From an optimization exercise on the open Yosys and OpenROAD flow, aimed at small area and a short achievable clock period; shortcuts taken in it are not production practice.
RTL that was checked went through simulation tests only; none was proved equivalent to the original.
For runs 1 and 6, only the layout was checked, not whether the RTL still works.
Power and IR drop assume default switching activity.

[flow/design.v]
module Camera_To_AXIS_Converter (
    input             clk,
    input             rst,
    input             i_frame_start,
    input             i_data_valid,
    input      [23:0] i_data,
    input      [11:0] i_vres,
    input      [11:0] i_hres,
    input             i_tready,
    output            o_tvalid,
    output            o_tlast,
    output            o_tuser,
    output     [23:0] o_tdata,
    output reg [15:0] o_frames_skipped,
    output reg        o_pushback_detected
);
    reg        fs_d;         
    reg        dv_d0, dv_d1;
    reg        dv_fe, dv_re, fs_re;
    reg        q;            
    reg        sof_d;
    reg [11:0] v_count;
    reg [23:0] data_d0, data_d1;
    wire fs_rise = ~fs_d & i_frame_start;
    always @(posedge clk or posedge rst) begin
        if (rst) begin
            fs_d    <= 1'b0;
            dv_d0   <= 1'b0;
            dv_d1   <= 1'b0;
            dv_fe   <= 1'b0;
            dv_re   <= 1'b0;
            fs_re   <= 1'b0;
            sof_d   <= 1'b0;
            q       <= 1'b1;
            v_count <= 12'd0;
        end else begin
            fs_d  <= i_frame_start;
            dv_d0 <= i_data_valid;
            dv_d1 <= dv_d0;
            dv_fe <= dv_d0 & ~i_data_valid;
            dv_re <= ~dv_d0 & i_data_valid;
            fs_re <= fs_rise;
            sof_d <= dv_re & q;
            if (fs_re)
                q <= 1'b1;
            else if (dv_re && v_count == 12'd1)
                q <= 1'b0;
            if (fs_rise)
                v_count <= 12'd0;
            else if (dv_fe)
                v_count <= v_count + 12'd1;
        end
    end
    always @(posedge clk) begin
        data_d0 <= i_data;
        data_d1 <= data_d0;
    end
    reg r1, r2, r3;
    always @(posedge clk or posedge rst) begin
        if (rst) r1 <= 1'b1;
        else     r1 <= 1'b0;
    end
    always @(posedge clk) begin
        r2 <= r1;
        r3 <= r2;
    end
    reg [6:0] wr_ptr;
    reg [6:0] rd_ptr_d1;     
    reg       wr_en;         
    reg [25:0] mem [0:63];
    wire [6:0] wr_ptr_next = r3 ? 7'd0 : wr_ptr + {6'd0, wr_en};
    wire [6:0] wr_fill_next = wr_ptr_next - rd_ptr_d1;
    wire       full_next = wr_fill_next == 7'd64;
    wire       v_nz_next = ~fs_rise & (dv_fe ? (v_count != 12'hfff) : (v_count != 12'd0));
    always @(posedge clk or posedge rst) begin
        if (rst) wr_en <= 1'b0;
        else     wr_en <= ~full_next & ~r2 & dv_d0 & v_nz_next;
    end
    always @(posedge clk) begin
        if (rst) wr_ptr <= 7'd0;
        else     wr_ptr <= wr_ptr_next;
    end
    always @(posedge clk) begin
        if (wr_en)
            mem[wr_ptr[5:0]] <= {sof_d, dv_fe, data_d1};
    end
    reg [6:0]  rd_ptr;
    reg [6:0]  wr_ptr_d1, wr_ptr_d2;
    reg        tv0, tv1;
    reg [25:0] st0, st1;
    reg        skip_frame;
    reg        tvalid_q;
    wire empty = rd_ptr == wr_ptr_d2;
    wire ready = i_tready | skip_frame;
    wire ld1   = ready | ~tv1;
    wire ld0   = ld1 | ~tv0;
    wire rd_en = ld0 & ~empty & ~r3;
    reg  [7:0] rd_lo, rd_hi;
    reg  [25:0] rd_grp [0:7];
    reg  [25:0] rd_data;
    integer g, k;
    always @(*) begin
        for (g = 0; g < 8; g = g + 1) begin
            rd_grp[g] = 26'd0;
            for (k = 0; k < 8; k = k + 1)
                rd_grp[g] = rd_grp[g] | (mem[8*g+k] & {26{rd_lo[k]}});
        end
        rd_data = 26'd0;
        for (g = 0; g < 8; g = g + 1)
            rd_data = rd_data | (rd_grp[g] & {26{rd_hi[g]}});
    end
    wire tv1_next = rst ? 1'b0 : (ld1 ? tv0 : tv1);
    always @(posedge clk) begin
        if (rst) begin
            rd_ptr    <= 7'd0;
            rd_lo     <= 8'd1;
            rd_hi     <= 8'd1;
            rd_ptr_d1 <= 7'd0;
            wr_ptr_d1 <= 7'd0;
            wr_ptr_d2 <= 7'd0;
            tv0       <= 1'b0;
        end else begin
            rd_ptr    <= r3 ? 7'd0 : rd_ptr + {6'd0, rd_en};
            if (r3) begin
                rd_lo <= 8'd1;
                rd_hi <= 8'd1;
            end else if (rd_en) begin
                rd_lo <= {rd_lo[6:0], rd_lo[7]};
                if (rd_lo[7]) rd_hi <= {rd_hi[6:0], rd_hi[7]};
            end
            rd_ptr_d1 <= rd_ptr;
            wr_ptr_d1 <= wr_ptr;
            wr_ptr_d2 <= wr_ptr_d1;
            tv0       <= ~r3 & (~ld0 | ~empty);
        end
        tv1 <= tv1_next;
        if (ld1) st1 <= st0;
        if (ld0) st0 <= rd_data;
    end
    reg [13:0] h_cnt1, v_cnt1;
    wire skip_set = tv1 & st1[25] & ~i_tready & ~skip_frame;
    wire skip_end = (h_cnt1 == {2'b00, i_hres}) & (v_cnt1 == {2'b00, i_vres});
    wire h_lt = (i_hres == 12'd0) | (h_cnt1 < {2'b00, i_hres});
    wire v_lt = (i_vres == 12'd0) | (v_cnt1 < {2'b00, i_vres});
    wire [13:0] h_inc = h_cnt1[13] ? 14'd1 : h_cnt1 + 14'd1;
    wire [13:0] v_inc = v_cnt1[13] ? 14'd1 : v_cnt1 + 14'd1;
    wire skip_next = rst ? 1'b0 : skip_set ? 1'b1 : skip_end ? 1'b0 : skip_frame;
    always @(posedge clk) begin
        skip_frame <= skip_next;
        tvalid_q   <= tv1_next & ~skip_next;
        if (rst) begin
            o_frames_skipped    <= 16'd0;
            o_pushback_detected <= 1'b0;
        end else if (skip_set) begin
            o_frames_skipped    <= o_frames_skipped + 16'd1;
            o_pushback_detected <= 1'b1;
        end
        if (rst || !skip_frame) begin
            h_cnt1 <= 14'd1;
            v_cnt1 <= 14'd1;
        end else if (tv1) begin
            if (h_lt) begin
                h_cnt1 <= h_inc;
            end else begin
                h_cnt1 <= 14'd1;
                v_cnt1 <= v_lt ? v_inc : 14'd1;
            end
        end
    end
    assign o_tvalid = tvalid_q;
    assign o_tdata  = st1[23:0];
    assign o_tlast  = st1[24];
    assign o_tuser  = st1[25];
endmodule
module camera_to_axis (
    input          clk,
    input          rst,
    input          i_frame_start,
    input          i_data_valid,
    input  [23:0]  i_data,
    input  [11:0]  i_vres,
    input  [11:0]  i_hres,
    input          i_tready,
    output         o_tvalid,
    output         o_tlast,
    output         o_tuser,
    output [23:0]  o_tdata,
    output [15:0]  o_frames_skipped,
    output         o_pushback_detected
);
    Camera_To_AXIS_Converter u_conv (
        .clk                 (clk),
        .rst                 (rst),
        .i_frame_start       (i_frame_start),
        .i_data_valid        (i_data_valid),
        .i_data              (i_data),
        .i_vres              (i_vres),
        .i_hres              (i_hres),
        .i_tready            (i_tready),
        .o_tvalid            (o_tvalid),
        .o_tlast             (o_tlast),
        .o_tuser             (o_tuser),
        .o_tdata             (o_tdata),
        .o_frames_skipped    (o_frames_skipped),
        .o_pushback_detected (o_pushback_detected)
    );
endmodule
[flow/run.sh]
#!/bin/bash
# synth_recipe.tcl (not shown) runs the flow's synth.tcl, then flattens the netlist and writes it again
# the make line also repeats each setting of config.mk as NAME=value (left out here)
make -C /OpenROAD-flow-scripts/flow DESIGN_CONFIG=/design/flow/config.mk WORK_HOME=/design/flow/orfs CLKGATE_MAP_FILE= SYNTH_SCRIPT=/design/flow/synth_recipe.tcl finish
[flow/config.mk]
export PLATFORM = sky130hd
export DESIGN_NAME = camera_to_axis
export DESIGN_NICKNAME = camera_to_axis
export VERILOG_FILES = /design/flow/design.v
export SDC_FILE = /design/flow/constraint.sdc
export NUM_CORES = 4
export LEC_CHECK = 0
export CAP_MARGIN = 20
export CORE_MARGIN = 2
export CORE_UTILIZATION = 45
export PLACE_DENSITY = 0.6
export SETUP_SLACK_MARGIN = 2.5
export SLEW_MARGIN = 20
[flow/constraint.sdc]
create_clock -name core_clock -period 5.0 [get_ports {clk}]
set_input_delay 1.0000 -clock core_clock [delete_from_list [all_inputs] [get_ports {clk}]]
set_output_delay 1.0000 -clock core_clock [all_outputs]
set_load 0.01 [all_outputs]
==> summary.md, run 1 <==
| Metric | Value |
|---|---|
| Critical Path Source | u_conv.wr_en |
| Commonest cells post-synth | edfxtp_1 (1716), a22oi_1 (937), nand4_1 (252) |
| Initial antenna violation count | 14 |
| Leak | 25.5 nW |
| Hold buffers post-CTS | 0 |
| Die area | 155000 um2 |
| Final min period | 2.74 ns |
| Synth unique cells | 60 |
| Worst vdd ir | 0.000388 V |
| Sink Count | 1887 |
| Synthesis warning total | 2 |
| Overall Global Routing Usage | 27.0% |
| Status | complete, no violations |
| CTS tree | done |
| Fin Clk Skew | 0.0386 ns |
| Synth Area in Adders | 0.734% |
| Critical path endpoint category | flop |
| Final period util | 54.7% |
| Vias in the first global route | 38137 |
| Dominant cell type by area after synthesis | edfxtp_1 |
| Die Ht | 393 um |
| Crit path DAT | 3.43 ns |
| Worst R2R End | u_conv.wr_en |
| Max-slew headroom | 16.4% |
| Multiplexer share of the synthesized area | 0.266% |
| DR WL/cell | 33.4 um |
| Total CTS buffers | 185 |
| Hold crit path type | input port to asynchronous set/reset pin |
| Fin cells | 6417 |
| Finish-stage setup viols | 0 |
| Worst EP required | 5.69 ns |
| CP startpoint kind | flop |
| Initial Util | 45.4% |
| R2r startpoint | u_conv.wr_en |
| Setup TNS | 0 ns |
| Worst stage delay on the critical path | 0.46 ns |
| Clock Tree Buf Depth | 3 |
| Fin. max-slew vios | 0 |
| Via count | 41194 |
| Area contributors post-synth | edfxtp_1 (76%), a22oi_1 (10%), dfxtp_1 (4.4%) |
| DRT iter0 DRCs | 6589 |
| Area grow syn2layout | 19.3% |
| Number of H-tree levels | 4 |
| Mean Syn Cell Area | 17.4 um2 |
| Post-DP Area | 72500 um2 |
| FF+latch count, synth | 1887 |
| Buffers on Ports | 96 |
| Clock latency (worst-skew pair) | 0.83 ns |
| R2R cell count | 11 |
| Slew @ Worst Pin | 1.25 ns |
| Seq/Total Area, Yosys | 80.8% |
| Worst-path clk slew | 0.06 ns |
| Synth Area in Compound Gates | 11.2% |
| Crit-path cells | ha_4, ha_4, xnor2_2, nor2_1, ha_1, o21ai_2, a21oi_2, o21ai_1, or4b_4, mux2_4, o31a_1 |
| Layout cell share with drive strength beyond 1 | 18.9% |
| EDFF count, synth | 1716 |
| Core Footprint | 150000 um2 |
| Xor-xnor portion of the synthesized cell area | 0.565% |
| Vias per cell | 6.42 |
| Maximum clock rate | 0.365 GHz |
| Simple-gate share of the synthesized area | 4.83% |
| Ys async rst share | 1.11% |
| Antenna-violating nets left | 0 |
| Grt total ovfl | 0 |
| Post-route cell area | 81300 um2 |
| Pre-antenna DRT Iters | 6 |
| Primary FF master, synth | edfxtp_1 |
| Final WL | 215000 um |
| Slowest-stage cell, CP | or4b_4 |
| Crit path kind | flop to flop |
| Synth top area share | 75.6% |
| First-pass GRT wire length | 293000 um |
| Row cnt | 142 |
| RSZ-0062 raised after global routing | yes |
| DP HPWL | 110000 um |
| Crit Path Max Fanout | 3 |
| Die Wd | 393 um |
| Syn_nets | 4003 |
| Final GP Congestion | 0.878 |
| Pwr dens | 386 nW/um2 |
| Hold Vio Cnt, Final | 0 |
| Clk root buf | clkbuf_16 |
| Maxcap violations | 0 |
| I/O pin cnt | 97 |
| NumNets Final | 4345 |
| Critical path's most frequent cell | ha_4 |
| Largest net degree at the start of global routing | 72 |
| Post-synthesis cell count | 3910 |
| Placed cells | 5905 |
| Count leader, synth | edfxtp_1 |
| Main combinational cell family by area after synthesis | compound AO/OA/AOI/OAI gates |
| R2R setup slack | 2.26 ns |
| Remaining DRCs | 0 |
| Cell area after synthesis | 68100 um2 |
flip-flops by register name, summed over array words and instances, names as in the netlist, 7 cells and up:
name / count
u_conv.h_cnt1: 14
u_conv.v_count: 12
u_conv.v_cnt1: 14
u_conv.rd_hi: 8
u_conv.data_d1: 24
u_conv.rd_lo: 8
u_conv.st1: 26
u_conv.wr_ptr: 7
u_conv.wr_ptr_d1: 7
u_conv.wr_ptr_d2: 7
u_conv.rd_ptr: 7
u_conv.o_frames_skipped: 16
u_conv.st0: 26
u_conv.rd_ptr_d1: 7
u_conv.mem: 1664
u_conv.data_d0: 24
kinds of logic (layout without fill, tap and decap cells):
group / count (synthesis) / count (layout)
xor gates and xnor gates: 44 / 44
buffers and inverters: 280 / 741
muxes: 18 / 18
and+or+nand+nor: 610 / 637
DFF: 1887 / 1887
other: 1 / 3
adders and majority gates: 40 / 40
AOI/OAI and AO/OA: 1030 / 1031
where the power goes:
part / internal [W] / switching, W / leakage [nW]
combinational: 0.000127 / 0.000441 / 5.56
clock: 0.00765 / 0.00583 / 2.87
sequential: 0.0173 / 0.0000543 / 17.0
final cells by class:
| class | count | area [um2] |
|---|---|---|
| clock buffer | 262 | 5210 |
| sequential | 1887 | 55200 |
| clock inverter | 72 | 587 |
| inverter | 39 | 168 |
| fill | 11686 | 68800 |
| antenna | 2 | 5.00 |
| timing repair buffer | 368 | 4160 |
| multi-input combinational | 1771 | 13500 |
| tap | 2016 | 2520 |
critical path: cells and delay by family (launching register included):
kind / cells / cell delay [ns]
AOI/OAI and AO/OA: 4 / 0.58
adders and majority gates: 3 / 0.65
DFF: 1 / 0.43
xor gates and xnor gates: 1 / 0.16
and+or+nand+nor: 2 / 0.52
muxes: 1 / 0.27
what timing repair did:
action	in CTS	in global routing
cloned	25	12
resized for setup	210	106
pin swaps	68	73
endpoints found under the setup margin	1637	688
buffers inserted	86	51
through the flow:
step           hold WS [ns]  utilization (%)  worst slack (ns)  total power [W]
2_1_floorplan         0.310                -              1.82           0.0178
3_3_place_gp          0.312             48.2              1.17           0.0182
3_5_place_dp          0.312             48.3              1.22           0.0182
4_1_cts               0.223             53.3              2.11           0.0314
5_1_grt               0.263             54.2              2.17           0.0321
6_report              0.267             54.2              2.26           0.0314
worst max-delay path by stage:
stage | to | slack (ns) | depth (start not counted)
floorplan | u_conv.mem[50][0] | 1.82 | 3
global placement | u_conv.h_cnt1[0] | 1.17 | 9
detailed placement | u_conv.v_cnt1[13] | 1.22 | 8
CTS | u_conv.mem[5][16] | 2.11 | 3
global route | u_conv.wr_en | 2.17 | 10
finish | u_conv.wr_en | 2.26 | 11
routing by layer:
layer / vias to the layer above / GRT usage, % / wire [um]
li1: 16890 / - / -
met3: 362 / 5.92 / 25100
met4: 4 / 9.65 / 7630
met5: - / 0 / 24
met2: 2666 / 40.6 / 97000
met1: 21272 / 38.9 / 84900
cells in the final DEF (no fill, tap or decap), drive strengths merged, types with 32 or more instances in the layout:
cell type / instances
edfxtp: 1716
a22oi: 937
clkbuf: 271
buf: 268
nand4: 252
nor2: 173
dfxtp: 150
nand2: 58
clkinv: 58
inv: 44
ha: 40
clkdlybuf4s50: 33
nand3: 32
==> run 2: changes to the inputs <==
--- a/flow/design.v
+++ b/flow/design.v
@@ -95,39 +95,16 @@
     wire ld1   = ready | ~tv1;
     wire ld0   = ld1 | ~tv0;
     wire rd_en = ld0 & ~empty & ~r3;
-    reg  [7:0] rd_lo, rd_hi;
-    reg  [25:0] rd_grp [0:7];
-    reg  [25:0] rd_data;
-    integer g, k;
-    always @(*) begin
-        for (g = 0; g < 8; g = g + 1) begin
-            rd_grp[g] = 26'd0;
-            for (k = 0; k < 8; k = k + 1)
-                rd_grp[g] = rd_grp[g] | (mem[8*g+k] & {26{rd_lo[k]}});
-        end
-        rd_data = 26'd0;
-        for (g = 0; g < 8; g = g + 1)
-            rd_data = rd_data | (rd_grp[g] & {26{rd_hi[g]}});
-    end
     wire tv1_next = rst ? 1'b0 : (ld1 ? tv0 : tv1);
     always @(posedge clk) begin
         if (rst) begin
             rd_ptr    <= 7'd0;
-            rd_lo     <= 8'd1;
-            rd_hi     <= 8'd1;
             rd_ptr_d1 <= 7'd0;
             wr_ptr_d1 <= 7'd0;
             wr_ptr_d2 <= 7'd0;
             tv0       <= 1'b0;
         end else begin
             rd_ptr    <= r3 ? 7'd0 : rd_ptr + {6'd0, rd_en};
-            if (r3) begin
-                rd_lo <= 8'd1;
-                rd_hi <= 8'd1;
-            end else if (rd_en) begin
-                rd_lo <= {rd_lo[6:0], rd_lo[7]};
-                if (rd_lo[7]) rd_hi <= {rd_hi[6:0], rd_hi[7]};
-            end
             rd_ptr_d1 <= rd_ptr;
             wr_ptr_d1 <= wr_ptr;
             wr_ptr_d2 <= wr_ptr_d1;
@@ -135,7 +112,7 @@
         end
         tv1 <= tv1_next;
         if (ld1) st1 <= st0;
-        if (ld0) st0 <= rd_data;
+        if (ld0) st0 <= mem[rd_ptr[5:0]];
     end
     reg [13:0] h_cnt1, v_cnt1;
     wire skip_set = tv1 & st1[25] & ~i_tready & ~skip_frame;
--- a/flow/config.mk
+++ b/flow/config.mk
@@ -9,5 +9,4 @@
 export CORE_MARGIN = 2
 export CORE_UTILIZATION = 45
 export PLACE_DENSITY = 0.6
-export SETUP_SLACK_MARGIN = 2.5
 export SLEW_MARGIN = 20
==> run 2 against run 1 <==
Effect of this change: still clean on timing, DRC and antenna; via count decreased by 17%; routed wire length decreased by 22%; maximum frequency decreased by 20%; total power decreased by 1.6%; synthesized cell count decreased by 14%; die area increased by 3.7%; register-to-register slack got worse by 0.70 ns; critical path type unchanged; largest power group unchanged.
==> summary.md, run 2 <==
| Metric | Value |
|---|---|
| DP HPWL | 93600 um |
| Synth Area in Compound Gates | 3.82% |
| CP endpoint | u_conv.st0[7] |
| Area grow syn2layout | 14.5% |
| Initial antenna violation count | 1 |
| Syn_nets | 3459 |
| Seq/Total Area, Yosys | 77.4% |
| Slew @ Worst Pin | 1.10 ns |
| Worst vdd ir | 0.000353 V |
| RSZ-0062 raised after global routing | no |
| Clock Tree Buf Depth | 3 |
| Total CTS buffers | 182 |
| Synth Area in Adders | 0.726% |
| Commonest non-fill, non-tap cell in the layout | edfxtp_1 |
| Commonest cells after routing, fill and taps aside | edfxtp_1 (1716), mux4_2 (416), clkbuf_16 (186), a22oi_1 (130), buf_4 (123) |
| NumNets Final | 3704 |
| CP startpoint kind | flop |
| First-pass GRT wire length | 242000 um |
| Post-synthesis cell count | 3365 |
| Max reg flops | 1664 |
| R2R setup slack | 1.56 ns |
| Layout cell share with drive strength beyond 1 | 24.5% |
| Xor-xnor portion of the synthesized cell area | 0.533% |
| Final min period | 3.44 ns |
| Row cnt | 145 |
| R2r startpoint | u_conv.rd_ptr[0] |
| Final WL | 167000 um |
| Finish-stage setup viols | 0 |
| Dominant cell type by area after synthesis | edfxtp_1 |
| FILL cells | 12133 |
| Reg area | 54800 um2 |
| Crit path DAT | 3.95 ns |
| Simple-gate share of the synthesized area | 2.92% |
| Crit Path Max Fanout | 61 |
| Placed cells | 5481 |
| GR Util met2 | 31.1% |
| Clock latency (worst-skew pair) | 0.81 ns |
| Comb power frac | 1.7% |
| Pwr dens | 381 nW/um2 |
| Commonest cells post-synth | edfxtp_1 (1716), mux4_2 (416), dfxtp_1 (134) |
| Largest net degree at the start of global routing | 105 |
| Count leader, synth | edfxtp_1 |
| Final GP Congestion | 0.860 |
| Ys async rst share | 1.12% |
| Hold Vio Cnt, Final | 0 |
| Overall Global Routing Usage | 20.9% |
| Fin cells | 5830 |
| Die area | 160000 um2 |
| Sequential power share | 55.7% |
| Hold buffers post-CTS | 0 |
| Grt total ovfl | 0 |
| Buffers on Ports | 96 |
| Critical path endpoint category | flop |
| Synth top area share | 72.9% |
| Antenna-violating nets left | 0 |
| Post-DP Area | 75100 um2 |
| Synthesis warning total | 1 |
| Switching Share | 20.3% |
| Vias in the first global route | 34444 |
| Multi-input logic area | 15400 um2 |
| Critical Path Source | u_conv.rd_ptr[0] |
| I/O pin cnt | 97 |
| Maximum clock rate | 0.291 GHz |
| Main combinational cell family by area after synthesis | multiplexers |
| Hold crit path type | input port to asynchronous set/reset pin |
| Crit path kind | flop to flop |
| Status | complete, no violations |
| Maxcap violations | 0 |
| Fin Clk Skew | 0.0257 ns |
| Pre-antenna DRT Iters | 5 |
| Multiplexer share of the synthesized area | 13.3% |
| Max-slew headroom | 26.6% |
| DR WL/cell | 28.7 um |
| Sink Count | 1871 |
| Worst-path clk slew | 0.06 ns |
| Synth unique cells | 66 |
| Mean Syn Cell Area | 21.0 um2 |
| Cell Int Power | 0.0246 W |
| FF+latch count, synth | 1871 |
| Clk root buf | clkbuf_16 |
| Remaining DRCs | 0 |
| Setup bufs post-CTS | 0 |
| Leak | 25.3 nW |
| CTS resizes | 0 |
| Number of H-tree levels | 4 |
| Final period util | 68.8% |
| DRT iter0 DRCs | 3708 |
| Fin. max-slew vios | 0 |
| R2R cell count | 5 |
| Setup TNS | 0 ns |
| Clock network power share | 42.6% |
| Net switching power | 0.00627 W |
| Vias per cell | 5.90 |
| Primary FF master, synth | edfxtp_1 |
| Cell area after synthesis | 70700 um2 |
| EDFF count, synth | 1716 |
| Initial Util | 45.3% |
| GR Util met1 | 31.7% |
| Overall Power | 0.0309 W |
| Core Footprint | 156000 um2 |
| Post-route cell area | 80900 um2 |
| Via count | 34393 |
| Die Ht | 400 um |
| Worst EP required | 5.51 ns |
| CTS tree | done |
| Die Wd | 400 um |
| Area contributors post-synth | edfxtp_1 (73%), mux4_2 (13%), dfxtp_1 (3.8%) |
| Worst R2R End | u_conv.st0[7] |
| Top Usage Layer GRT | met1 |
| GR Util met3 | 4.25% |
run 2: worst min path at each step:
stage	from	endpoint	slack [ns]	cells past startpoint
4_1_cts	rst	u_conv.wr_en	0.23	3
2_1_floorplan	u_conv.data_d0[0]	u_conv.data_d1[0]	0.31	0
3_5_place_dp	u_conv.data_d0[14]	u_conv.data_d1[14]	0.31	0
3_3_place_gp	u_conv.data_d0[0]	u_conv.data_d1[0]	0.31	0
5_1_grt	rst	u_conv.wr_en	0.29	3
6_report	rst	u_conv.wr_en	0.28	3
run 2: metal layers:
layer | part of all wire (%) | vias to the layer above
met1 | 45 | 18349
met2 | 46 | 1267
met4 | 2.0 | 0
met5 | 0 | -
met3 | 7.8 | 186
li1 | - | 14591
run 2: logic make-up after synthesis:
| logic type | Yosys count |
|---|---|
| DFF | 1871 |
| and+or+nand+nor | 422 |
| muxes | 419 |
| AOI/OAI and AO/OA | 349 |
| buffers and inverters | 219 |
| xor gates and xnor gates | 43 |
| adders and majority gates | 41 |
| other | 1 |
run 2: per-stage QoR:
| stage | hold slack, ns | setup slack (ns) | util, % |
|---|---|---|---|
| after floorplan | 0.310 | 1.94 | - |
| after global placement | 0.310 | 1.34 | 48.0 |
| after CTS | 0.232 | 1.51 | 51.8 |
| final | 0.279 | 1.56 | 51.8 |
| after detailed placement | 0.312 | 1.28 | 48.1 |
| after global routing | 0.291 | 1.32 | 51.8 |
run 2: area by class of cell:
cell class	count	area share [%]
Tap cell	2058	3.18
Clock buffer	240	6.07
Multi-Input combinational cell	1275	19.0
Clock inverter	103	1.00
Sequential cell	1871	67.7
Timing Repair Buffer	238	2.85
Antenna cell	3	0.00927
Inverter	42	0.195
run 2: power groups by stage:
stage               Combinational [W]  Sequential [W]  Clock (W)
floorplan                    0.000116          0.0176          0
global placement             0.000528          0.0175          0
detailed placement           0.000542          0.0175          0
CTS                          0.000542          0.0172     0.0134
global route                 0.000579          0.0172     0.0140
finish                       0.000538          0.0172     0.0131
run 2: worst max-delay path, cell delays in order (launching register included):
cell      delay (ns)
dfxtp_4         0.74
buf_12          0.47
mux4_2          0.58
a22o_1          0.31
a221oi_1        0.69
o221ai_1        0.25
==> run 3: changes to the inputs <==
--- a/flow/design.v
+++ b/flow/design.v
@@ -15,32 +15,27 @@
     output reg        o_pushback_detected
 );
     reg        fs_d;         
-    reg        dv_d0, dv_d1;
+    reg        dv_d0;
     reg        dv_fe, dv_re, fs_re;
     reg        q;            
-    reg        sof_d;
     reg [11:0] v_count;
-    reg [23:0] data_d0, data_d1;
+    reg [23:0] data_d0;
     wire fs_rise = ~fs_d & i_frame_start;
     always @(posedge clk or posedge rst) begin
         if (rst) begin
             fs_d    <= 1'b0;
             dv_d0   <= 1'b0;
-            dv_d1   <= 1'b0;
             dv_fe   <= 1'b0;
             dv_re   <= 1'b0;
             fs_re   <= 1'b0;
-            sof_d   <= 1'b0;
             q       <= 1'b1;
             v_count <= 12'd0;
         end else begin
             fs_d  <= i_frame_start;
             dv_d0 <= i_data_valid;
-            dv_d1 <= dv_d0;
             dv_fe <= dv_d0 & ~i_data_valid;
             dv_re <= ~dv_d0 & i_data_valid;
             fs_re <= fs_rise;
-            sof_d <= dv_re & q;
             if (fs_re)
                 q <= 1'b1;
             else if (dv_re && v_count == 12'd1)
@@ -51,10 +46,8 @@
                 v_count <= v_count + 12'd1;
         end
     end
-    always @(posedge clk) begin
+    always @(posedge clk)
         data_d0 <= i_data;
-        data_d1 <= data_d0;
-    end
     reg r1, r2, r3;
     always @(posedge clk or posedge rst) begin
         if (rst) r1 <= 1'b1;
@@ -64,25 +57,22 @@
         r2 <= r1;
         r3 <= r2;
     end
+    reg [6:0] wr_ptr_ahead;
     reg [6:0] wr_ptr;
     reg [6:0] rd_ptr_d1;     
-    reg       wr_en;         
     reg [25:0] mem [0:63];
-    wire [6:0] wr_ptr_next = r3 ? 7'd0 : wr_ptr + {6'd0, wr_en};
-    wire [6:0] wr_fill_next = wr_ptr_next - rd_ptr_d1;
-    wire       full_next = wr_fill_next == 7'd64;
-    wire       v_nz_next = ~fs_rise & (dv_fe ? (v_count != 12'hfff) : (v_count != 12'd0));
+    wire full_next = (wr_ptr_ahead[6] != rd_ptr_d1[6]) & (wr_ptr_ahead[5:0] == rd_ptr_d1[5:0]);
+    wire v_nz_next = ~fs_rise & (dv_fe ? (v_count != 12'hfff) : (v_count != 12'd0));
+    wire wr_now    = ~full_next & ~r2 & dv_d0 & v_nz_next;
     always @(posedge clk or posedge rst) begin
-        if (rst) wr_en <= 1'b0;
-        else     wr_en <= ~full_next & ~r2 & dv_d0 & v_nz_next;
+        if (rst)     wr_ptr_ahead <= 7'd0;
+        else if (r2) wr_ptr_ahead <= 7'd0;
+        else         wr_ptr_ahead <= wr_ptr_ahead + {6'd0, wr_now};
     end
     always @(posedge clk) begin
-        if (rst) wr_ptr <= 7'd0;
-        else     wr_ptr <= wr_ptr_next;
-    end
-    always @(posedge clk) begin
-        if (wr_en)
-            mem[wr_ptr[5:0]] <= {sof_d, dv_fe, data_d1};
+        wr_ptr <= wr_ptr_ahead;
+        if (wr_now)
+            mem[wr_ptr_ahead[5:0]] <= {dv_re & q, dv_d0 & ~i_data_valid, data_d0};
     end
     reg [6:0]  rd_ptr;
     reg [6:0]  wr_ptr_d1, wr_ptr_d2;
@@ -95,16 +85,39 @@
     wire ld1   = ready | ~tv1;
     wire ld0   = ld1 | ~tv0;
     wire rd_en = ld0 & ~empty & ~r3;
+    reg  [7:0] rd_lo, rd_hi;
+    reg  [25:0] rd_grp [0:7];
+    reg  [25:0] rd_data;
+    integer g, k;
+    always @(*) begin
+        for (g = 0; g < 8; g = g + 1) begin
+            rd_grp[g] = 26'd0;
+            for (k = 0; k < 8; k = k + 1)
+                rd_grp[g] = rd_grp[g] | (mem[8*g+k] & {26{rd_lo[k]}});
+        end
+        rd_data = 26'd0;
+        for (g = 0; g < 8; g = g + 1)
+            rd_data = rd_data | (rd_grp[g] & {26{rd_hi[g]}});
+    end
     wire tv1_next = rst ? 1'b0 : (ld1 ? tv0 : tv1);
     always @(posedge clk) begin
         if (rst) begin
             rd_ptr    <= 7'd0;
+            rd_lo     <= 8'd1;
+            rd_hi     <= 8'd1;
             rd_ptr_d1 <= 7'd0;
             wr_ptr_d1 <= 7'd0;
             wr_ptr_d2 <= 7'd0;
             tv0       <= 1'b0;
         end else begin
             rd_ptr    <= r3 ? 7'd0 : rd_ptr + {6'd0, rd_en};
+            if (r3) begin
+                rd_lo <= 8'd1;
+                rd_hi <= 8'd1;
+            end else if (rd_en) begin
+                rd_lo <= {rd_lo[6:0], rd_lo[7]};
+                if (rd_lo[7]) rd_hi <= {rd_hi[6:0], rd_hi[7]};
+            end
             rd_ptr_d1 <= rd_ptr;
             wr_ptr_d1 <= wr_ptr;
             wr_ptr_d2 <= wr_ptr_d1;
@@ -112,7 +125,7 @@
         end
         tv1 <= tv1_next;
         if (ld1) st1 <= st0;
-        if (ld0) st0 <= mem[rd_ptr[5:0]];
+        if (ld0) st0 <= rd_data;
     end
     reg [13:0] h_cnt1, v_cnt1;
     wire skip_set = tv1 & st1[25] & ~i_tready & ~skip_frame;
--- a/flow/config.mk
+++ b/flow/config.mk
@@ -7,6 +7,9 @@
 export LEC_CHECK = 0
 export CAP_MARGIN = 20
 export CORE_MARGIN = 2
-export CORE_UTILIZATION = 45
-export PLACE_DENSITY = 0.6
+export CORE_UTILIZATION = 70
+export CTS_CLUSTER_DIAMETER = 60
+export CTS_CLUSTER_SIZE = 30
+export PLACE_DENSITY = 0.8
+export SETUP_SLACK_MARGIN = 2.5
 export SLEW_MARGIN = 20
==> run 3 against run 2 <==
Effect of this change: clock power decreased by about 20%; first-iteration DRC count grew to 2.5 times the previous value; final cell count decreased by 5.6%; die area fell by 38%; non-clock buffer count up 174; critical path type unchanged; synthesized cell count increased by 14%; via count grew 25%; cell area shrank 2.2%; routed wire length grew 26%; critical path depth unchanged; global-route usage grew 17 points; sequential power about the same; still clean.
==> summary.md, run 3 <==
| Metric | Value |
|---|---|
| Ys async rst share | 1.39% |
| Grt total ovfl | 0 |
| Clock network power share | 37.0% |
| Commonest cells post-synth | edfxtp_1 (1716), a22oi_1 (936), nand4_1 (252) |
| Remaining DRCs | 0 |
| Hold buffers post-CTS | 0 |
| Fin. max-slew vios | 0 |
| Crit path DAT | 3.36 ns |
| Max-slew headroom | 24.7% |
| Die area | 99200 um2 |
| Overall Global Routing Usage | 38.3% |
| Post-route setup slack | 2.07 ns |
| Sink Count | 1868 |
| Worst-path clk slew | 0.10 ns |
| Fin Clk Skew | 0.0347 ns |
| Initial Util | 70.3% |
| Pwr dens | 359 nW/um2 |
| Vias per cell | 7.81 |
| Clock Tree Buf Depth | 3 |
| Crit path kind | flop to flop |
| Syn_nets | 3937 |
| Vias in the first global route | 38473 |
| Maxcap violations | 0 |
| Hold Path Depth | 1 |
| Net switching power | 0.00650 W |
| Area contributors post-synth | edfxtp_1 (76%), a22oi_1 (10%), dfxtp_1 (3.7%) |
| Cell Int Power | 0.0219 W |
| FILL cells | 4175 |
| Commonest cells after routing, fill and taps aside | edfxtp_1 (1716), a22oi_1 (909), nand4_1 (252), clkbuf_16 (136), buf_4 (127) |
| Core Footprint | 96300 um2 |
| Sequential power share | 60.5% |
| Antenna-violating nets left | 0 |
| EDFF count, synth | 1716 |
| First-pass GRT wire length | 269000 um |
| Hold crit path type | input port to flop |
| Finish-stage setup viols | 0 |
| Clock latency (worst-skew pair) | 0.75 ns |
| Dominant cell type by area after synthesis | edfxtp_1 |
| R2R cell count | 5 |
| Final WL | 211000 um |
| Via count | 43008 |
| Initial antenna violation count | 23 |
| Worst vdd ir | 0.000441 V |
| DR WL/cell | 38.3 um |
| Pre-antenna DRT Iters | 10 |
| Primary FF master, synth | edfxtp_1 |
| Largest net degree at the start of global routing | 107 |
| Worst EP required | 5.43 ns |
| Final min period | 2.93 ns |
| Row cnt | 114 |
| Synth unique cells | 54 |
| Count leader, synth | edfxtp_1 |
| Maximum clock rate | 0.341 GHz |
| Post-placement setup slack | 0.678 ns |
| CP startpoint kind | flop |
| I/O pin cnt | 97 |
| Comb power frac | 2.5% |
| DRT iter0 DRCs | 9401 |
| Post-synthesis cell count | 3850 |
| Buffers on Ports | 96 |
| Status | complete, no violations |
| DP HPWL | 101000 um |
| Commonest non-fill, non-tap cell in the layout | edfxtp_1 |
| Area grow syn2layout | 17.0% |
| Seq/Total Area, Yosys | 80.8% |
| NumNets Final | 4217 |
| Synthesis warning total | 2 |
| Total CTS buffers | 108 |
| FF+latch count, synth | 1868 |
| Multi-input logic area | 13200 um2 |
| Die Wd | 315 um |
| Final period util | 58.6% |
| CTS tree | done |
| Leak | 25.0 nW |
| Layout cell share with drive strength beyond 1 | 17.9% |
| Max reg flops | 1664 |
| Number of H-tree levels | 3 |
| Hold Vio Cnt, Final | 0 |
| Reg area | 54800 um2 |
| Die Ht | 315 um |
| Switching Share | 22.9% |
| Critical path endpoint category | flop |
| Final GP Congestion | 0.935 |
| Clk root buf | clkbuf_16 |
| Mean Syn Cell Area | 17.6 um2 |
| Setup TNS | 0 ns |
| Synth top area share | 76.1% |
| RSZ-0062 raised after global routing | yes |
| Crit Path Max Fanout | 77 |
| Cell area after synthesis | 67700 um2 |
| Slew @ Worst Pin | 1.13 ns |
run 3: cell types whose count changed after synthesis, moves of 13 or more:
cell	delta
a221oi_1	-52
a22o_1	-55
a22oi_1	+806
buf_2	-40
clkbuf_1	+117
mux2i_1	+14
mux4_2	-416
nand2_1	-51
nand3_1	-26
nand4_1	+232
nor2_1	-22
nor4_1	+13
o221ai_1	-26
run 3: area by class of cell:
cell class	instances	share of cell area (%)
timing repair buffer	412	6.85
sequential	1868	69.2
tap	1276	2.02
inverter	36	0.171
clock inverter	92	1.63
antenna	7	0.0221
multi-input combinational	1704	16.7
clock buffer	110	3.42
run 3: per-layer routing:
layer / vias up / share of wire, % / track usage [%]
li1: 16521 / - / -
met1: 21009 / 31 / 51.8
met2: 4505 / 45 / 57.7
met3: 943 / 16 / 10.9
met4: 30 / 7.8 / 20.4
met5: - / 0.23 / 0.774
run 3: path summary, 6_finish.rpt:
| kind | from | endpoint | slack [ns] |
|---|---|---|---|
| min | i_frame_start | u_conv.fs_d | 0.38 |
| max | u_conv.rd_lo[3] | u_conv.st0[25] | 2.07 |
| max reg2reg | u_conv.rd_lo[3] | u_conv.st0[25] | 2.07 |
| min reg2reg | u_conv.r1 | u_conv.r2 | 0.39 |
| min in group asynchronous | rst | u_conv.v_count[8] | 1.05 |
| max in group asynchronous | rst | u_conv.r1 | 3.62 |
run 3: through the flow:
step / utilization (%) / hold WS, ns / area, um2 / total power, W / std cells
after floorplan: - / 0.342 / 68200 / 0.0178 / 3850
after detailed placement: 73.9 / 0.387 / 71200 / 0.0181 / 5118
final: 82.2 / 0.381 / 79200 / 0.0284 / 5505
after global placement: 73.9 / 0.387 / 71200 / 0.0181 / 5118
after global routing: 82.2 / 0.364 / 79200 / 0.0289 / 5500
after CTS: 79.8 / 0.380 / 76900 / 0.0281 / 5398
run 3: cells by family (layout without fill, tap and decap cells):
| logic type | count (synthesis) | in the layout | synth area share [%] |
|---|---|---|---|
| buffers and inverters | 283 | 650 | 1.60 |
| XOR/XNOR | 45 | 45 | 0.582 |
| AND/OR/NAND/NOR | 581 | 586 | 4.83 |
| flip-flops | 1868 | 1868 | 80.8 |
| multiplexers | 17 | 17 | 0.251 |
| other | 1 | 8 | 0.00554 |
| AO/OA/AOI/OAI | 1021 | 1021 | 11.3 |
| adder cells (fa/ha/maj) | 34 | 34 | 0.629 |
run 3: power groups by stage:
stage	combinational, W	clock [W]	sequential [W]
4_1_cts	0.000598	0.0103	0.0172
5_1_grt	0.000713	0.0110	0.0172
3_3_place_gp	0.000547	0	0.0175
6_report	0.000699	0.0105	0.0172
3_5_place_dp	0.000562	0	0.0175
2_1_floorplan	0.000174	0	0.0176
run 3: timing repair:
item	in CTS	in global routing
setup buffers	64	60
resized for setup	294	180
gates cloned	14	40
endpoints found under the setup margin	1760	1688
pin swaps	52	51
run 3: worst max-delay path, cell delays in order (launching register included):
cell,delay (ns)
dfxtp_4,0.52
buf_12,0.28
a22oi_1,0.31
nand4_1,0.70
a22oi_1,0.47
nand4_1,0.21
==> run 4: changes to the inputs <==
--- a/flow/config.mk
+++ b/flow/config.mk
@@ -7,9 +7,9 @@
 export LEC_CHECK = 0
 export CAP_MARGIN = 20
 export CORE_MARGIN = 2
-export CORE_UTILIZATION = 70
+export CORE_UTILIZATION = 45
 export CTS_CLUSTER_DIAMETER = 60
 export CTS_CLUSTER_SIZE = 30
-export PLACE_DENSITY = 0.8
+export PLACE_DENSITY = 0.6
 export SETUP_SLACK_MARGIN = 2.5
 export SLEW_MARGIN = 20
==> run 4 against run 3 <==
Effect of this change: sequential share of layout area shrank 2.9 points; highest routed layer unchanged; largest power group unchanged; register-to-register slack gained 0.14 ns; largest cell class unchanged; utilization decreased by 27 points.
==> summary.md, run 4 <==
| Metric | Value |
|---|---|
| Area grow syn2layout | 22.2% |
| Fin. max-slew vios | 0 |
| Initial antenna violation count | 8 |
| Crit-path cells | and3_4, nand4_1, o32ai_4, or3_4, or3b_4, buf_12, buf_12, nor2_4, buf_12, clkbuf_16 |
| Seq/Total Area, Yosys | 80.8% |
| Dominant cell type by area after synthesis | edfxtp_1 |
| Commonest cells after routing, fill and taps aside | edfxtp_1 (1716), a22oi_1 (912), nand4_1 (252), clkbuf_16 (161), buf_12 (126) |
| Worst path top cell family by delay | simple AND/OR/NAND/NOR gates |
| First-pass GRT wire length | 285000 um |
| Cell area after synthesis | 67700 um2 |
| Critical path's most frequent cell | buf_12 |
| Leak | 26.3 nW |
| Hold buffers post-CTS | 0 |
| Vias per cell | 6.39 |
| Mean Syn Cell Area | 17.6 um2 |
| Max-slew headroom | 27.4% |
| Synth top area share | 76.1% |
| Layout cell share with drive strength beyond 1 | 19.6% |
| Area contributors post-synth | edfxtp_1 (76%), a22oi_1 (10%), dfxtp_1 (3.7%) |
| Final GP Congestion | 0.849 |
| Commonest cells post-synth | edfxtp_1 (1716), a22oi_1 (936), nand4_1 (252) |
| EDFF count, synth | 1716 |
| Maximum clock rate | 0.358 GHz |
| Hold Vio Cnt, Final | 0 |
| Crit path kind | flop to flop |
| Max reg flops | 1664 |
| Overall Global Routing Usage | 26.1% |
| Status | complete, no violations |
| DR WL/cell | 33.7 um |
| Syn_nets | 3937 |
| Synthesis warning total | 2 |
| Sink Count | 1868 |
| Grt total ovfl | 0 |
| Pwr dens | 356 nW/um2 |
| DRT iter0 DRCs | 6099 |
| Maxcap violations | 0 |
| Via count | 40643 |
| Worst vdd ir | 0.000305 V |
| Fin cells | 6356 |
| Setup TNS | 0 ns |
| RSZ-0062 raised after global routing | yes |
| Die Wd | 392 um |
| Worst stage delay on the critical path | 0.43 ns |
| Worst-path clk slew | 0.09 ns |
| Core Footprint | 150000 um2 |
| Buffers on Ports | 96 |
| Post-route cell area | 82700 um2 |
| Die Ht | 392 um |
| Worst EP required | 5.51 ns |
| Placed cells | 5849 |
| Clk root buf | clkbuf_16 |
| Initial Util | 45.2% |
| Commonest non-fill, non-tap cell in the layout | edfxtp_1 |
| Post-synthesis cell count | 3850 |
| FF+latch count, synth | 1868 |
| Pre-antenna DRT Iters | 9 |
| Die area | 153000 um2 |
| Slowest-stage cell, CP | or3_4 |
| Row cnt | 142 |
| Antenna-violating nets left | 0 |
| Vias in the first global route | 37387 |
| Count leader, synth | edfxtp_1 |
| Final period util | 55.9% |
| Final min period | 2.79 ns |
| Fin Clk Skew | 0.0565 ns |
| CP startpoint kind | flop |
| DP HPWL | 105000 um |
| Critical path endpoint category | flop |
| Crit Path Max Fanout | 8 |
| Primary FF master, synth | edfxtp_1 |
| Clock Tree Buf Depth | 3 |
| Largest net degree at the start of global routing | 103 |
| Hold crit path type | input port to flop |
| Crit path buf inv count | 4 |
| I/O pin cnt | 97 |
| Ys async rst share | 1.39% |
| Total CTS buffers | 121 |
| Synth unique cells | 54 |
| Final WL | 214000 um |
| Number of H-tree levels | 3 |
| Crit path DAT | 3.30 ns |
| Remaining DRCs | 0 |
| Post-DP Area | 72200 um2 |
| Slew @ Worst Pin | 1.09 ns |
| Finish-stage setup viols | 0 |
| Clock latency (worst-skew pair) | 0.80 ns |
| CTS tree | done |
| NumNets Final | 4317 |
run 4: cell counts after synthesis:
No cell type changed its count.
run 4: cells by family after synthesis:
kind of cell | Yosys count | share of synthesized area (%)
adder cells (fa/ha/maj) | 34 | 0.629
flip-flops | 1868 | 80.8
other | 1 | 0.00554
AO/OA/AOI/OAI | 1021 | 11.3
multiplexers | 17 | 0.251
AND/OR/NAND/NOR | 581 | 4.83
buffers and inverters | 283 | 1.60
XOR/XNOR | 45 | 0.582
run 4: routing by layer:
| layer | part of all wire (%) | wire length (um) | up-vias | GRT usage (%) |
|---|---|---|---|---|
| li1 | - | - | 16798 | - |
| met1 | 39 | 83400 | 21050 | 37.4 |
| met2 | 46 | 99100 | 2467 | 40.5 |
| met3 | 11 | 24000 | 326 | 5.51 |
| met4 | 3.6 | 7790 | 2 | 7.48 |
| met5 | 0.0065 | 14 | - | 0 |
run 4: metrics by stage:
step	worst slack [ns]	hold slack, ns	util (%)	total power, W
floorplan	1.61	0.342	-	0.0178
detailed placement	0.825	0.396	48.3	0.0181
global placement	0.866	0.387	48.3	0.0181
CTS	2.27	0.398	53.7	0.0295
finish	2.21	0.361	55.3	0.0294
global route	2.17	0.321	55.3	0.0301
run 4: worst paths after layout:
path	slack, ns	cells after the start	to	from
setup / recovery	2.21	10	u_conv.mem[9][14]	u_conv.v_count[7]
hold / removal	0.36	1	u_conv.fs_d	i_frame_start
setup reg to reg	2.21	10	u_conv.mem[9][14]	u_conv.v_count[7]
hold reg to reg	0.40	0	u_conv.r2	u_conv.r1
max in group asynchronous	3.94	3	u_conv.r1	rst
min in group asynchronous	0.72	3	u_conv.dv_d0	rst
run 4: repair_timing:
item	in CTS	in global routing
endpoints found under the setup margin	1771	1678
buffers inserted	115	64
pin swaps	50	44
cloned	46	49
gates resized for setup	404	132
run 4: power breakdown:
part	total, W	switching, W	leakage (nW)	internal [W]
Sequential	0.0173	0.000163	17.0	0.0171
Combinational	0.000653	0.000425	7.08	0.000228
Clock	0.0115	0.00614	2.22	0.00539
run 4: worst reg2reg max path: stages, from the launching register on:
cell       delay [ns]
dfrtp_1          0.41
and3_4           0.19
nand4_1          0.18
o32ai_4          0.17
or3_4            0.43
or3b_4           0.43
buf_12           0.16
buf_12           0.14
nor2_4           0.10
buf_12           0.16
clkbuf_16        0.17
run 4: final cells by class:
class,count,area [um2]
clock buffer,127,3090
fill,11514,66900
timing repair buffer,503,7600
multi-input combinational,1700,13000
antenna,1,2.50
tap,2016,2520
sequential,1868,54800
inverter,36,135
clock inverter,105,1510
==> run 5: changes to the inputs <==
--- a/flow/config.mk
+++ b/flow/config.mk
@@ -8,8 +8,6 @@
 export CAP_MARGIN = 20
 export CORE_MARGIN = 2
 export CORE_UTILIZATION = 45
-export CTS_CLUSTER_DIAMETER = 60
-export CTS_CLUSTER_SIZE = 30
 export PLACE_DENSITY = 0.6
 export SETUP_SLACK_MARGIN = 2.5
 export SLEW_MARGIN = 20
==> run 5 against run 4 <==
Effect of this change: synthesized area unchanged; synthesized cell count stayed put; hold slack gained 0.030 ns; combinational power is 2% higher; highest routed layer unchanged; first-iteration DRC count is 8.9% higher; utilization rose by 1.7 points; global-route usage rose by 0.73 points; critical path type unchanged; worst setup slack gained 0.036 ns; maximum frequency is 1.3% higher; routed wire length increased by 3.5%.
==> summary.md, run 5 <==
| Metric | Value |
|---|---|
| Fin Clk Skew | 0.0321 ns |
| Fin. max-slew vios | 0 |
| R2r startpoint | u_conv.v_count[7] |
| Seq/Total Area, Yosys | 80.8% |
| Post-DP Area | 72200 um2 |
| Area grow syn2layout | 26.0% |
| Buffers on Ports | 96 |
| Dominant cell type by area after synthesis | edfxtp_1 |
| Clock Tree Buf Depth | 3 |
| Layout cell share with drive strength beyond 1 | 20.9% |
| Via count | 41731 |
| Crit Path Max Fanout | 6 |
| Largest net degree at the start of global routing | 103 |
| Syn_nets | 3937 |
| Core Footprint | 150000 um2 |
| Sink Count | 1868 |
| Vias in the first global route | 38331 |
| Die area | 153000 um2 |
| Overall Global Routing Usage | 26.8% |
| NumNets Final | 4423 |
| Final period util | 55.2% |
| EDFF count, synth | 1716 |
| FF+latch count, synth | 1868 |
| Total CTS buffers | 186 |
| Clk root buf | clkbuf_16 |
| Crit path kind | flop to flop |
| Leak | 27.3 nW |
| Worst-path clk slew | 0.06 ns |
| Max reg flops | 1664 |
| Initial Util | 45.2% |
| Commonest cells post-synth | edfxtp_1 (1716), a22oi_1 (936), nand4_1 (252) |
| Maxcap violations | 0 |
| Worst vdd ir | 0.000332 V |
| Hold Vio Cnt, Final | 0 |
| Hold Crit Start | i_frame_start |
| Hold buffers post-CTS | 0 |
| Setup TNS | 0 ns |
| Die Wd | 392 um |
| DP HPWL | 105000 um |
| Number of H-tree levels | 4 |
| Fin util | 57.0% |
| Antenna-violating nets left | 0 |
| Final WL | 222000 um |
| Final min period | 2.76 ns |
| Slew @ Worst Pin | 1.12 ns |
| R2R setup slack | 2.24 ns |
| Row cnt | 142 |
| Status | complete, no violations |
| Primary FF master, synth | edfxtp_1 |
| Vias per cell | 6.41 |
| CP startpoint kind | flop |
| Critical Path Source | u_conv.v_count[7] |
| Crit path DAT | 3.29 ns |
| Final GP Congestion | 0.849 |
| DR WL/cell | 34.1 um |
| Commonest non-fill, non-tap cell in the layout | edfxtp_1 |
| Finish-stage setup viols | 0 |
| Synth top area share | 76.1% |
| Max-slew headroom | 25.2% |
| Die Ht | 392 um |
| Post-synthesis cell count | 3850 |
| Post-placement setup slack | 0.825 ns |
| Worst EP required | 5.53 ns |
| Synth unique cells | 54 |
| Pre-antenna DRT Iters | 6 |
| Synthesis warning total | 2 |
| Maximum clock rate | 0.363 GHz |
| Worst R2R End | u_conv.mem[56][8] |
| First-pass GRT wire length | 291000 um |
| Mean Syn Cell Area | 17.6 um2 |
| DRT iter0 DRCs | 6642 |
| RSZ-0062 raised after global routing | yes |
| Post-route setup slack | 2.24 ns |
| I/O pin cnt | 97 |
| Pwr dens | 370 nW/um2 |
| Grt total ovfl | 0 |
| R2R cell count | 11 |
| CP endpoint | u_conv.mem[56][8] |
| Cell area after synthesis | 67700 um2 |
| Ys async rst share | 1.39% |
| CTS tree | done |
| Remaining DRCs | 0 |
| Count leader, synth | edfxtp_1 |
| Area contributors post-synth | edfxtp_1 (76%), a22oi_1 (10%), dfxtp_1 (3.7%) |
| Critical path endpoint category | flop |
| Overall Power | 0.0316 W |
| Commonest cells after routing, fill and taps aside | edfxtp_1 (1716), a22oi_1 (908), nand4_1 (252), clkbuf_16 (249), buf_12 (133) |
| Hold crit path type | input port to flop |
| Clock latency (worst-skew pair) | 0.84 ns |
| Initial antenna violation count | 14 |
| Post-route cell area | 85300 um2 |
run 5: logic make-up after synthesis:
group	share of synthesized area (%)
multiplexers	0.251
AO/OA/AOI/OAI	11.3
flip-flops	80.8
buffers and inverters	1.60
other	0.00554
XOR/XNOR	0.582
adder cells (fa/ha/maj)	0.629
AND/OR/NAND/NOR	4.83
run 5: timing repair:
item / 4_1_cts / 5_1_grt
cloned: 59 / 85
gates resized for setup: 472 / 166
pin swaps: 54 / 52
buffers inserted: 120 / 51
endpoints found under the setup margin: 1771 / 1711
run 5: worst max-delay path: stages (launching register included):
cell,delay [ns]
dfrtp_1,0.39
and3_4,0.19
nand4_1,0.17
o32ai_4,0.15
or3_4,0.42
buf_6,0.13
buf_6,0.12
buf_16,0.14
buf_12,0.13
nor4_4,0.16
buf_6,0.25
clkbuf_16,0.20
run 5: layout make-up:
cell class / count / area (um2)
tap: 2016 / 2520
multi-input combinational: 1700 / 13100
clock buffer: 238 / 4920
timing repair buffer: 544 / 8810
fill: 11223 / 64300
clock inverter: 108 / 972
antenna: 2 / 5.00
sequential: 1868 / 54800
inverter: 36 / 135
run 5: routing by layer:
layer | up-vias | global-route usage, % | part of all wire [%]
li1 | 17070 | - | -
met1 | 21375 | 37.9 | 38
met2 | 2862 | 41.5 | 46
met3 | 416 | 5.82 | 12
met4 | 8 | 8.97 | 4.1
met5 | - | 0 | 0.026
run 5: stage by stage:
stage / hold slack [ns] / instances
finish: 0.391 / 6512
global placement: 0.387 / 5849
detailed placement: 0.396 / 5849
CTS: 0.351 / 6374
global route: 0.370 / 6510
floorplan: 0.342 / 3850
run 5: how the worst min path moves through the flow:
stage | endpoint | slack [ns] | cells after the start
after floorplan | u_conv.wr_ptr[2] | 0.34 | 0
after global placement | u_conv.r2 | 0.39 | 0
after detailed placement | u_conv.r2 | 0.40 | 0
after CTS | u_conv.fs_d | 0.35 | 1
after global routing | u_conv.fs_d | 0.37 | 1
final | u_conv.fs_d | 0.39 | 1
run 5: power by group:
group / switching, W / internal, W
registers: 0.000166 / 0.0171
clock network: 0.00598 / 0.00766
logic: 0.000429 / 0.000234
==> run 6: changes to the inputs <==
--- a/flow/design.v
+++ b/flow/design.v
@@ -62,8 +62,9 @@
     reg [6:0] rd_ptr_d1;     
     reg [25:0] mem [0:63];
     wire full_next = (wr_ptr_ahead[6] != rd_ptr_d1[6]) & (wr_ptr_ahead[5:0] == rd_ptr_d1[5:0]);
-    wire v_nz_next = ~fs_rise & (dv_fe ? (v_count != 12'hfff) : (v_count != 12'd0));
-    wire wr_now    = ~full_next & ~r2 & dv_d0 & v_nz_next;
+    wire v_nz_inc  = dv_fe ? (v_count != 12'hfff) : (v_count != 12'd0);
+    wire wr_try    = ~full_next & ~r2 & dv_d0 & v_nz_inc;
+    wire wr_now    = wr_try & ~fs_rise;
     always @(posedge clk or posedge rst) begin
         if (rst)     wr_ptr_ahead <= 7'd0;
         else if (r2) wr_ptr_ahead <= 7'd0;
@@ -71,7 +72,7 @@
     end
     always @(posedge clk) begin
         wr_ptr <= wr_ptr_ahead;
-        if (wr_now)
+        if (wr_try)
             mem[wr_ptr_ahead[5:0]] <= {dv_re & q, dv_d0 & ~i_data_valid, data_d0};
     end
     reg [6:0]  rd_ptr;
--- a/flow/config.mk
+++ b/flow/config.mk
@@ -8,6 +8,8 @@
 export CAP_MARGIN = 20
 export CORE_MARGIN = 2
 export CORE_UTILIZATION = 45
+export CTS_CLUSTER_DIAMETER = 60
+export CTS_CLUSTER_SIZE = 30
 export PLACE_DENSITY = 0.6
 export SETUP_SLACK_MARGIN = 2.5
 export SLEW_MARGIN = 20
==> run 6 against run 5 <==
Effect of this change: flip-flop and latch count unchanged; count of clock-buffer cells in the layout down 111; worst setup slack worse by 0.12 ns; via count down 1.2%; critical path type unchanged; cell area down 1.8%; maximum frequency down 4.3%; still clean; register-to-register slack worse by 0.12 ns; sequential power about the same; synthesized area down 0.16%.
==> summary.md, run 6 <==
| Metric | Value |
|---|---|
| Syn_nets | 3919 |
| Crit Path Max Fanout | 13 |
| Count leader, synth | edfxtp_1 |
| Mean Syn Cell Area | 17.6 um2 |
| Crit path DAT | 3.37 ns |
| Status | complete, no violations |
| Clk root buf | clkbuf_16 |
| Hold crit path type | flop to flop |
| Die area | 153000 um2 |
| Post-route setup slack | 2.12 ns |
| Antenna-violating nets left | 0 |
| FF+latch count, synth | 1868 |
| Worst vdd ir | 0.000313 V |
| R2R cell count | 13 |
| Initial Util | 45.2% |
| Final WL | 216000 um |
| Post-placement setup slack | 1.37 ns |
| Number of H-tree levels | 3 |
| Max-slew headroom | 20.1% |
| Maximum clock rate | 0.347 GHz |
| Fin util | 56.1% |
| Commonest cells post-synth | edfxtp_1 (1716), a22oi_1 (937), nand4_1 (249) |
| Grt total ovfl | 0 |
| Buffers on Ports | 96 |
| Die Ht | 391 um |
| Post-route cell area | 83800 um2 |
| First-pass GRT wire length | 293000 um |
| Finish-stage setup viols | 0 |
| Critical Path Source | u_conv.v_count[1] |
| Clock Tree Buf Depth | 3 |
| Critical path endpoint category | flop |
| R2R setup slack | 2.12 ns |
| Pwr dens | 350 nW/um2 |
| R2r startpoint | u_conv.v_count[1] |
| Maxcap violations | 0 |
| Placed cells | 5802 |
| Clock network power share | 38.9% |
| EDFF count, synth | 1716 |
| Switching Share | 21.6% |
| Total CTS buffers | 120 |
| Vias in the first global route | 38800 |
| Sink Count | 1868 |
| Die Wd | 391 um |
| Fin Clk Skew | 0.0770 ns |
| Overall Global Routing Usage | 27.0% |
| Final period util | 57.6% |
| Slew @ Worst Pin | 1.20 ns |
| Setup TNS | 0 ns |
| Final min period | 2.88 ns |
| Clock latency (worst-skew pair) | 0.83 ns |
| Seq/Total Area, Yosys | 81.0% |
| Ys async rst share | 1.39% |
| Fin. max-slew vios | 0 |
| CTS tree | done |
| NumNets Final | 4443 |
| FILL cells | 11148 |
| Commonest non-fill, non-tap cell in the layout | edfxtp_1 |
| DP HPWL | 101000 um |
| DR WL/cell | 33.3 um |
| Via count | 41243 |
| Pre-antenna DRT Iters | 7 |
| Leak | 26.3 nW |
| Crit path kind | flop to flop |
| Post-synthesis cell count | 3832 |
| Primary FF master, synth | edfxtp_1 |
| Worst R2R End | u_conv.mem[39][8] |
| Commonest cells after routing, fill and taps aside | edfxtp_1 (1716), a22oi_1 (909), nand4_1 (249), buf_12 (174), clkbuf_16 (137) |
| Initial antenna violation count | 7 |
| Sequential power share | 58.6% |
| CP startpoint kind | flop |
| Cell Int Power | 0.0230 W |
| Post-DP Area | 71900 um2 |
| Comb power frac | 2.5% |
| Row cnt | 142 |
| Hold Vio Cnt, Final | 0 |
| Fin cells | 6478 |
| Net switching power | 0.00634 W |
| Core Footprint | 149000 um2 |
| Remaining DRCs | 0 |
| Layout cell share with drive strength beyond 1 | 22.2% |
| RSZ-0062 raised after global routing | yes |
| Worst-path clk slew | 0.07 ns |
| Synthesis warning total | 2 |
| CP endpoint | u_conv.mem[39][8] |
| Final GP Congestion | 0.835 |
| Synth unique cells | 54 |
| Max reg flops | 1664 |
| Worst EP required | 5.49 ns |
| Synth top area share | 76.3% |
| Largest net degree at the start of global routing | 87 |
| Dominant cell type by area after synthesis | edfxtp_1 |
| Hold buffers post-CTS | 0 |
| Cell area after synthesis | 67600 um2 |
| Area contributors post-synth | edfxtp_1 (76%), a22oi_1 (10%), dfxtp_1 (3.7%) |
| DRT iter0 DRCs | 6121 |
| Area grow syn2layout | 24.0% |
| Vias per cell | 6.37 |
| I/O pin cnt | 97 |
[run 6: layout make-up]
type	instances	area (um2)	share of cell area [%]
clock inverters	98	1350	1.61
well taps	2016	2520	3.01
repair buffers	591	8330	9.95
clock buffers	127	3070	3.67
flip-flops and latches	1868	54800	65.4
inverters	35	154	0.184
multi-input cells	1740	13500	16.1
diodes	3	7.51	0.00896
[run 6: per-layer routing]
metal / share of wire [%] / global-route usage (%) / vias to the layer above
met3: 11 / 4.93 / 440
met2: 47 / 42.9 / 2567
met1: 38 / 37.1 / 21230
met4: 4.4 / 10.2 / 2
li1: - / - / 17004
met5: 0.0065 / 0 / -
[run 6: power by group through the flow]
stage / combinational (W) / sequential (W) / clock, W
6_report: 0.000742 / 0.0172 / 0.0114
5_1_grt: 0.000775 / 0.0172 / 0.0120
4_1_cts: 0.000697 / 0.0172 / 0.0115
3_5_place_dp: 0.000576 / 0.0175 / 0
3_3_place_gp: 0.000562 / 0.0175 / 0
2_1_floorplan: 0.000172 / 0.0176 / 0
[run 6: stage by stage]
step | power [W] | hold slack, ns
floorplan | 0.0178 | 0.342
global placement | 0.0181 | 0.386
detailed placement | 0.0181 | 0.388
CTS | 0.0293 | 0.398
global route | 0.0300 | 0.404
finish | 0.0293 | 0.398
[run 6: cell families after synthesis]
group,count (synthesis),synth area share (%)
DFF,1868,81.0
other,1,0.00555
xor gates and xnor gates,48,0.622
and+or+nand+nor,569,4.64
adders and majority gates,34,0.630
muxes,17,0.252
buffers and inverters,275,1.55
AOI/OAI and AO/OA,1020,11.3
[run 6: what timing repair did]
action | 4_1_cts | 5_1_grt
resized for setup | 299 | 227
buffers inserted | 303 | 54
gates cloned | 72 | 17
pin swaps | 127 | 55
setup endpoints to repair | 1763 | 1720
[run 6: worst min-delay path by stage]
stage,cells past startpoint,startpoint,slack [ns],end
floorplan,0,u_conv.wr_ptr_ahead[4],0.34,u_conv.wr_ptr[4]
global placement,0,u_conv.r1,0.39,u_conv.r2
detailed placement,0,u_conv.r1,0.39,u_conv.r2
CTS,0,u_conv.r1,0.40,u_conv.r2
global route,0,u_conv.r1,0.40,u_conv.r2
finish,0,u_conv.r1,0.40,u_conv.r2
[run 6: worst max-delay path, cell delays in order, from the launching register on]
cell	delay, ns
dfrtp_2	0.45
ha_4	0.18
nand4_1	0.13
nor2_4	0.06
a311oi_4	0.32
buf_6	0.15
buf_6	0.09
buf_6	0.08
nand4_1	0.27
buf_6	0.24
buf_16	0.15
buf_4	0.15
nor2_4	0.13
buf_12	0.18

port drivers added, routing unchanged:
How much do the figures lean on ideal ports? The routed layouts below were timed once more, with nothing changed but the port constraints.
Step 1 (the two cells are an assumption about what drives the block):
set clk [get_ports {clk}]
set_driving_cell -lib_cell sky130_fd_sc_hd__clkbuf_16 $clk
set_driving_cell -lib_cell sky130_fd_sc_hd__buf_2 [delete_from_list [all_inputs] $clk]
Step 2 also shifts input and output timing later by t, the mid clock arrival at the registers, as if the neighbouring blocks saw the same clock.
Slacks: no drivers / after step 1 / after step 2; pairs: no drivers / after step 1.
run	shift t [ns]	setup WS [ns]	worst data-port slew with drivers (ns)
run 1	0.885	2.263 / 2.263 / 1.719	0.04
run 2	0.875	1.562 / 1.562 / 1.260	0.07
run 3	0.797	2.068 / 2.068 / 1.467	0.05
run 4	0.847	2.207 / 2.207 / 1.524	0.05
run 5	0.900	2.242 / 2.242 / 1.442	0.05
run 6	0.865	2.118 / 2.118 / 1.723	0.06
After both steps every run listed still meets setup and hold. For run 5, which loses most, drivers alone change the setup slack by 0.000 ns; drivers and shift together by -0.800 ns.
